From an optimization exercise on the open Yosys and OpenROAD flow, aimed at small area, a short achievable clock period and few clock cycles per item; shortcuts taken in it are not production practice. The RTL was checked by simulation tests, not by an equivalence proof against the original design.

Setup of JK:
==> flow/design.v <==
module mod_cu (
	input clk,
	input reset,
	input fit1,
	input fit3,
	input last,
	output reg busy,
	output reg p1
);
always @(posedge clk) begin
	if (reset) begin
		busy <= 1'b1;
		p1 <= 1'b1;
	end else if (busy) begin
		if (!(p1 & fit1)) begin
			p1 <= 1'b0;
			if (last)
				busy <= 1'b0;
		end
	end
end
endmodule
module mod_dp (
	input clk,
	input reset,
	input [31:0] A,
	input [31:0] B,
	input busy,
	input p1,
	output fit1,
	output fit3,
	output last,
	output [31:0] R
);
	reg [31:0] r, d;
	reg [4:0] cnt;
	wire [31:0] s;
	genvar i;
	generate
		for (i = 0; i < 32; i = i + 1) begin : g_s
			assign s[i] = |r[31:i];
		end
	endgenerate
	assign fit1 = ~d[31] & ~|(d[30:0] & ~s[31:1]);
	assign fit3 = ~|d[31:29] & ~|(d[28:0] & ~s[31:3]);
	assign last = (cnt == 5'd0);
	wire [32:0] diff = {1'b0, r} - {1'b0, d};
	wire ge = ~diff[32];
	wire sh3 = p1 & fit3;
	wire sh1 = p1 & fit1;
	always @(posedge clk) begin
		if (reset) begin
			d <= B;
			cnt <= 5'd0;
		end else if (sh3) begin
			d <= {d[28:0], 3'b000};
			cnt <= cnt + 5'd3;
		end else if (sh1) begin
			d <= {d[30:0], 1'b0};
			cnt <= cnt + 5'd1;
		end else begin
			d <= {1'b0, d[31:1]};
			cnt <= cnt - 5'd1;
		end
	end
	always @(posedge clk) begin
		if (reset)
			r <= A;
		else if (busy & ~sh1 & ge)
			r <= diff[31:0];
	end
	assign R = r;
endmodule
module mod(
	input [31:0] A,
	input [31:0] B,
	input clk,
	input reset,
	output [31:0] Result,
	output done
);
	wire busy, p1, fit1, fit3, ge, last;
	mod_cu io(.clk(clk), .reset(reset), .fit1(fit1), .fit3(fit3), .last(last),
	          .busy(busy), .p1(p1));
	mod_dp i1(.clk(clk), .reset(reset), .A(A), .B(B), .busy(busy), .p1(p1),
	          .fit1(fit1), .fit3(fit3), .last(last), .R(Result));
	assign done = ~busy;
endmodule
export LEC_CHECK = 0
export CAP_MARGIN = 20
export CORE_MARGIN = 2
export CORE_UTILIZATION = 40
export CTS_BUF_LIST = sky130_fd_sc_hd__clkbuf_8
export SETUP_SLACK_MARGIN = 1.2
export SLEW_MARGIN = 20
export TNS_END_PERCENT = 0
create_clock -name core_clock -period 4.5 [get_ports {clk}]
standard.sh (not shown) runs the stock make flow with config.mk's settings and CLKGATE_MAP_FILE= SYNTH_SCRIPT=/design/flow/synth_recipe.tcl, a recipe that flattens the netlist after the stock synthesis.
==> flow/flow/run.sh <==
#!/bin/bash
# The standard layout, with the smallest buffer on each port instead of the
# delay cell buffer_ports picks by default.
set -euo pipefail
export BUFFER_PORTS_ARGS="-buffer_cell sky130_fd_sc_hd__buf_1"
bash standard.sh finish > standard.log 2>&1
Testbench counts of JK, summed over its fixed seeds: cycles 6,090, items 720.
Inputs modified between JK and MS:
--- a/flow/design.v
+++ b/flow/design.v
@@ -42,34 +42,63 @@
 		end
 	endgenerate
 	assign fit1 = ~d[31] & ~|(d[30:0] & ~s[31:1]);
 	assign fit3 = ~|d[31:29] & ~|(d[28:0] & ~s[31:3]);
 	assign last = (cnt == 5'd0);
-	wire [32:0] diff = {1'b0, r} - {1'b0, d};
-	wire ge = ~diff[32];
+	wire [31:0] diff = r - d;
+	wire [31:0] g0 = r & ~d;
+	wire [31:0] e0 = ~(r ^ d);
+	wire [15:0] g1, e1;
+	wire [7:0] g2, e2;
+	wire [3:0] g3, e3;
+	wire [1:0] g4, e4;
+	generate
+		for (i = 0; i < 16; i = i + 1) begin : g_c1
+			assign g1[i] = g0[2*i+1] | (e0[2*i+1] & g0[2*i]);
+			assign e1[i] = e0[2*i+1] & e0[2*i];
+		end
+		for (i = 0; i < 8; i = i + 1) begin : g_c2
+			assign g2[i] = g1[2*i+1] | (e1[2*i+1] & g1[2*i]);
+			assign e2[i] = e1[2*i+1] & e1[2*i];
+		end
+		for (i = 0; i < 4; i = i + 1) begin : g_c3
+			assign g3[i] = g2[2*i+1] | (e2[2*i+1] & g2[2*i]);
+			assign e3[i] = e2[2*i+1] & e2[2*i];
+		end
+		for (i = 0; i < 2; i = i + 1) begin : g_c4
+			assign g4[i] = g3[2*i+1] | (e3[2*i+1] & g3[2*i]);
+			assign e4[i] = e3[2*i+1] & e3[2*i];
+		end
+	endgenerate
+	wire ge = g4[1] | (e4[1] & (g4[0] | e4[0]));
 	wire sh3 = p1 & fit3;
 	wire sh1 = p1 & fit1;
+	wire [4:0] c = cnt;
+	wire [4:0] cnt_p1 = {c[4] ^ (&c[3:0]), c[3] ^ (&c[2:0]), c[2] ^ (&c[1:0]), c[1] ^ c[0], ~c[0]};
+	wire [4:0] cnt_m1 = {c[4] ^ ~|c[3:0], c[3] ^ ~|c[2:0], c[2] ^ ~|c[1:0], c[1] ^ ~c[0], ~c[0]};
+	wire k1 = c[1] | c[0];
+	wire [4:0] cnt_p3 = {c[4] ^ (c[3] & c[2] & k1), c[3] ^ (c[2] & k1), c[2] ^ k1, ~(c[1] ^ c[0]), ~c[0]};
 	always @(posedge clk) begin
 		if (reset) begin
 			d <= B;
 			cnt <= 5'd0;
 		end else if (sh3) begin
 			d <= {d[28:0], 3'b000};
-			cnt <= cnt + 5'd3;
+			cnt <= cnt_p3;
 		end else if (sh1) begin
 			d <= {d[30:0], 1'b0};
-			cnt <= cnt + 5'd1;
+			cnt <= cnt_p1;
 		end else begin
 			d <= {1'b0, d[31:1]};
-			cnt <= cnt - 5'd1;
+			cnt <= cnt_m1;
 		end
 	end
 	always @(posedge clk) begin
 		if (reset)
 			r <= A;
 		else if (busy & ~sh1 & ge)
-			r <= diff[31:0];
+			r <= diff;
 	end
 	assign R = r;
 endmodule
 module mod(
 	input [31:0] A,
==> summary.txt <==
Re layout multi-input combinational cell count: MS is about 13% up on JK. [compare] base=JK new=MS: clock buffer count has increased, total of cells resized after clock tree synthesis has decreased, placed cell count has increased, wire length of the first global-routing pass has increased. JK → MS: logic depth of the worst setup path including buffers shrank by 3; effective utilization at floorplan shrank by 0.27 points; total global-route track usage held steady.
Testbench counts of MS, summed over its fixed seeds: cycles 6,090, items 720.

afterwards: timing with drivers on the ports:
No port has a modelled driver above. Below, the same layouts with a new extraction and two added sets of constraints. Step 1 assumes that a clkbuf_16 drives the clock port and a buf_2 every other input. Step 2 times the ports against the registers' clock, not the clock port: input delays grow and output delays shrink by t, the midpoint of the rising clock arrivals with the driver on. Slacks: ideal / step 1 / step 2; pairs: ideal / step 1.
run	t, ns	setup WS [ns]	worst slew at a driven data input, ns
JK	0.418	1.199 / 1.199 / 1.199	0.04
MS	0.405	1.241 / 1.241 / 1.241	0.04
After both steps every run listed still meets setup and hold.
